Background: an optimization exercise with open tools, aiming at small area, a short achievable clock period and few clock cycles per item. Do not read the settings as production practice. Where RTL was checked, it was by simulation tests only, not by an equivalence proof against the original. Power figures rest on the tool's default switching activity, not on a simulated workload.

== run 1 ==
// dsp_processor
module dsp_processor(
    input         clk,
    input         nrst,
    input         instr_valid,
    input  [31:0] instr,
    output        instr_ready,
    output        out_valid,
    output [31:0] v1,
    output [31:0] v2,
    output [31:0] v3
);
Settings: LEC_CHECK=0, ABC_AREA=1, CAP_MARGIN=20, CORE_MARGIN=2, CORE_UTILIZATION=55, PLACE_DENSITY=0.72, SLEW_MARGIN=20; clock period 10.0 ns.
standard.sh (not shown) runs the stock make flow with config.mk's settings and CLKGATE_MAP_FILE= SYNTH_SCRIPT=/design/flow/synth_recipe.tcl, a recipe that flattens the netlist after the stock synthesis.
==> flow/flow/run.sh <==
#!/bin/bash
set -euo pipefail
export SETUP_SLACK_MARGIN=6.75
export BUFFER_PORTS_ARGS="-buffer_cell sky130_fd_sc_hd__buf_2"
export CTS_ARGS="-sink_clustering_enable -repair_clock_nets -dont_use_dummy_load -sink_clustering_size 24 -sink_clustering_max_diameter 120 -buf_list sky130_fd_sc_hd__clkbuf_16"
bash standard.sh > standard.log 2>&1
Testbench counts of run 1, summed over its fixed seeds: cycles 6,663, instrs 6,427.
Relative to run 1, the following input files were edited for run 2:
# run 1
export LEC_CHECK = 0
export ABC_AREA = 1
export CAP_MARGIN = 20
export CORE_MARGIN = 2
export CORE_UTILIZATION = 55
export PLACE_DENSITY = 0.72
export SLEW_MARGIN = 20
create_clock -name core_clock -period 10.0 [get_ports {clk}]
# run 2
export LEC_CHECK = 0
export CAP_MARGIN = 20
export CORE_MARGIN = 2
export CORE_UTILIZATION = 55
export PLACE_DENSITY = 0.72
export SLEW_MARGIN = 20
create_clock -name core_clock -period 10.0 [get_ports {clk}]
--- a/flow/flow/run.sh
+++ b/flow/flow/run.sh
@@ -2,3 +2,3 @@
 set -euo pipefail
-export SETUP_SLACK_MARGIN=6.75
+export SETUP_SLACK_MARGIN=6.5
 export BUFFER_PORTS_ARGS="-buffer_cell sky130_fd_sc_hd__buf_2"
[summary]
- Run 2 ran to completion and came out clean on the timing, design-rule and antenna checks.
- Run 2 ended up with sky130_fd_sc_hd__a22oi_1 as its leading cell type in the layout, fill and taps excluded; run 1 ended up with sky130_fd_sc_hd__nand2_1.
- Summary of run 2 over run 1: post-synthesis share of cell area spent on and, or, nand and nor gates now sits lower; y dimension of the die now sits lower; first-pass GRT wire length now sits lower; minimum setup slack in the final design now sits lower; number of placement rows now sits lower.
- In the metrics for run 1 and run 2, the one carrying the lower post-synthesis to final-layout area growth is run 2.
- The launching instance or port of the critical path comes out w_r0[16] in one run and w_r0[4] in the other, namely in run 1 and run 2 respectively.
- Overall power after layout, run 2 vs run 1: up slightly
- Relative to run 1, power per unit of standard cell area has gone up in run 2.
- Relative to run 1, final-layout fill cell count has gone down in run 2.
- Row routed wire length: run 2 lower / run 1 higher
### run 2 -> run 3
# run 2
export LEC_CHECK = 0
export CAP_MARGIN = 20
export CORE_MARGIN = 2
export CORE_UTILIZATION = 55
export PLACE_DENSITY = 0.72
export SLEW_MARGIN = 20
create_clock -name core_clock -period 10.0 [get_ports {clk}]
# run 3
export LEC_CHECK = 0
export ABC_AREA = 1
export CAP_MARGIN = 20
export CORE_MARGIN = 2
export CORE_UTILIZATION = 40
export CTS_BUF_LIST = sky130_fd_sc_hd__clkbuf_4 sky130_fd_sc_hd__clkbuf_8
export PLACE_DENSITY = 0.6
export SLEW_MARGIN = 20
create_clock -name core_clock -period 10.0 [get_ports {clk}]
==> flow/flow/run.sh <==
#!/bin/bash
set -euo pipefail
export SETUP_SLACK_MARGIN=6.5
export BUFFER_PORTS_ARGS="-buffer_cell sky130_fd_sc_hd__buf_2"
bash standard.sh > standard.log 2>&1
### Flow results
- Run 3: done, clean on timing, DRC and antenna
- Run 2 closes out successfully: all stages finished, all timing, DRC and antenna checks passed.
- Compare run 2 and run 3 | sequential share of layout area lower: run 3
- Setup WNS run 2 -> run 3: better
- The final critical delay including setup and external delays in run 3 sits 0.84 ns below the value recorded for run 2.
- Run 2 → run 3: overall die area rose by about 50%; worst vdd rail ir drop fell by 0.053 mV; synthesized cell count rose by about 40%.
- Run 3 against run 2: post-route cell area increased 3800 µm², critical path depth decreased 1, first-pass GRT wire length higher.
- Against run 2 as the reference, run 3 delivers a higher wire length.
### run 3 -> run 4
# run 3
export LEC_CHECK = 0
export ABC_AREA = 1
export CAP_MARGIN = 20
export CORE_MARGIN = 2
export CORE_UTILIZATION = 40
export CTS_BUF_LIST = sky130_fd_sc_hd__clkbuf_4 sky130_fd_sc_hd__clkbuf_8
export PLACE_DENSITY = 0.6
export SLEW_MARGIN = 20
create_clock -name core_clock -period 10.0 [get_ports {clk}]
# run 4
export LEC_CHECK = 0
export ABC_AREA = 1
export CAP_MARGIN = 20
export CORE_MARGIN = 2
export CORE_UTILIZATION = 40
export PLACE_DENSITY = 0.6
export SLEW_MARGIN = 20
create_clock -name core_clock -period 10.0 [get_ports {clk}]
--- a/flow/flow/run.sh
+++ b/flow/flow/run.sh
@@ -4,2 +4,3 @@
 export BUFFER_PORTS_ARGS="-buffer_cell sky130_fd_sc_hd__buf_2"
+export CTS_ARGS="-sink_clustering_enable -repair_clock_nets -dont_use_dummy_load -sink_clustering_size 24 -sink_clustering_max_diameter 120 -buf_list sky130_fd_sc_hd__clkbuf_16"
 bash standard.sh > standard.log 2>&1
Summary of run 4 over run 3: register share of total power now sits higher; final standard cell count with taps included and fillers excluded lost about 2.3%; aggregate global-route resource usage was more or less identical; first-pass GRT wire length was more or less identical; total power has decreased. Diff run 4 and run 3: internal power contribution lower in run 4. Number of fill cells for run 4: about 0.43% up relative to run 3. [run 4] share of total power in the clock network fell 14 points relative to run 3. Run 4: PASS, flow complete, no timing, DRC or antenna violations. Of run 4 and run 3, run 4 shows the lower setup slack, with run 3 above it. Across both runs, combinational share of power was higher for run 4 than for run 3.

---

Setup of trial 87:
Another version of the RTL of dsp_processor (not shown whole).
For scale: roughly 520 flip-flops, ~130 I/O pins, roughly 36000 um^2 of cells after synthesis.
==> flow/design.v (excerpt) <==
module dsp_processor(
    input         clk,
    input         nrst,
    input         instr_valid,
    input  [31:0] instr,
    output        instr_ready,
    output        out_valid,
    output [31:0] v1,
    output [31:0] v2,
    output [31:0] v3
);
reg [31:0] t0s, t1s, t2s, t3s, t4s, t5s, t6s, t7s, t8s;
reg [8:0]  tv;
wire [287:0] tall = {t8s, t7s, t6s, t5s, t4s, t3s, t2s, t1s, t0s};
reg        d_v, d_mpy, d_end, d_we, d_ld;
reg [4:0]  d_ra, d_rb;
reg [3:0]  d_wd;
reg [7:0]  d_imm;
reg        x_mpy, x_end, x_we;
reg [3:0]  x_wd;
reg [31:0] x_a, x_b;
reg        w_end, w_we;
reg [3:0]  w_wd;
reg [31:0] w_r0, w_r1, w_r2, w_r3;
reg stall;
assign instr_ready = ~stall;
assign out_valid   = w_end;
assign v1 = t4s & {32{tv[4]}};
assign v2 = t8s & {32{tv[8]}};
assign v3 = t7s & {32{tv[7]}};
wire       i_mpy, i_end, i_we, i_ld;
wire [4:0] i_ra, i_rb;
wire [3:0] i_wd;
wire [7:0] i_imm;
fetch dec(.instr(instr), .is_mpy(i_mpy), .is_end(i_end), .ra(i_ra), .rb(i_rb),
          .we(i_we), .wd(i_wd), .ld(i_ld), .imm(i_imm));
wire accept = instr_valid & ~stall;
  ...
clock: 10.0 ns
lec_check: 0
abc_area: 1
cap_margin: 20
core_margin: 2
core_utilization: 40
place_density: 0.6
slew_margin: 20
run.sh (not shown) runs the stock make flow with config.mk's settings and CLKGATE_MAP_FILE= SYNTH_SCRIPT=/design/flow/synth_recipe.tcl, a recipe that flattens the netlist after the stock synthesis.
Stock flow here: none of the scripts above is used.
Trial 87: PASS, flow complete, no timing, DRC or antenna violations
Input changes introduced in build 76 (baseline for comparison: trial 87):
# trial 87
export LEC_CHECK = 0
export ABC_AREA = 1
export CAP_MARGIN = 20
export CORE_MARGIN = 2
export CORE_UTILIZATION = 40
export PLACE_DENSITY = 0.6
export SLEW_MARGIN = 20
create_clock -name core_clock -period 10.0 [get_ports {clk}]
# build 76
export LEC_CHECK = 0
export CAP_MARGIN = 20
export CORE_MARGIN = 2
export CORE_UTILIZATION = 60
export PLACE_DENSITY = 0.7
export SLEW_MARGIN = 60
create_clock -name core_clock -period 10.0 [get_ports {clk}]
Findings:
Weighted congestion reported at the end of routability-driven placement: trial 87 and build 76 compared, higher one is build 76. Build 76: utilization higher than trial 87. Diff trial 87 -> build 76: sequential cell area share saw a decrease, area growth from synthesis to layout decreased by 1.9 points relative to the old numbers, ratio of final minimum period to clock period lost 7.2 points, final cell count has decreased, minimum clock period went down 0.72 ns. In the flow results for trial 87 and build 76, the average routed wire per standard cell is larger on build 76.
No run of this note included a check of the RTL's function; only the layout flow was run.

[afterwards: timing with drivers on the ports]
The flow's constraints put no driver on any port. The routed layouts listed below were extracted and timed again, unchanged, in two steps.
Step 1 (the two cells are an assumption about what drives the block):
set clk [get_ports {clk}]
set_driving_cell -lib_cell sky130_fd_sc_hd__clkbuf_16 $clk
set_driving_cell -lib_cell sky130_fd_sc_hd__buf_2 [delete_from_list [all_inputs] $clk]
Step 2, shift: input delay + t, output delay - t, t = (earliest + latest rising clock arrival at the registers) / 2. This alone moves slack from input paths to output paths.
Three values: ideal ports, drivers, drivers and shift; two values: the first two.
run	t, ns	setup WS [ns]	latest minus earliest clock arrival (ns)
run 1	0.691	6.408 / 6.408 / 6.207	0.052 / 0.052
run 2	0.677	5.528 / 5.528 / 5.528	0.054 / 0.054
run 3	0.816	6.364 / 6.364 / 6.162	0.064 / 0.064
run 4	0.693	6.265 / 6.265 / 6.142	0.158 / 0.158
trial 87	0.722	4.409 / 4.409 / 4.409	0.061 / 0.061
build 76	0.693	5.127 / 5.127 / 5.127	0.061 / 0.062
After both steps every run listed still meets setup and hold. The setup slack of run 3, which loses most, moves by 0.000 ns with the drivers and by -0.202 ns with both steps.
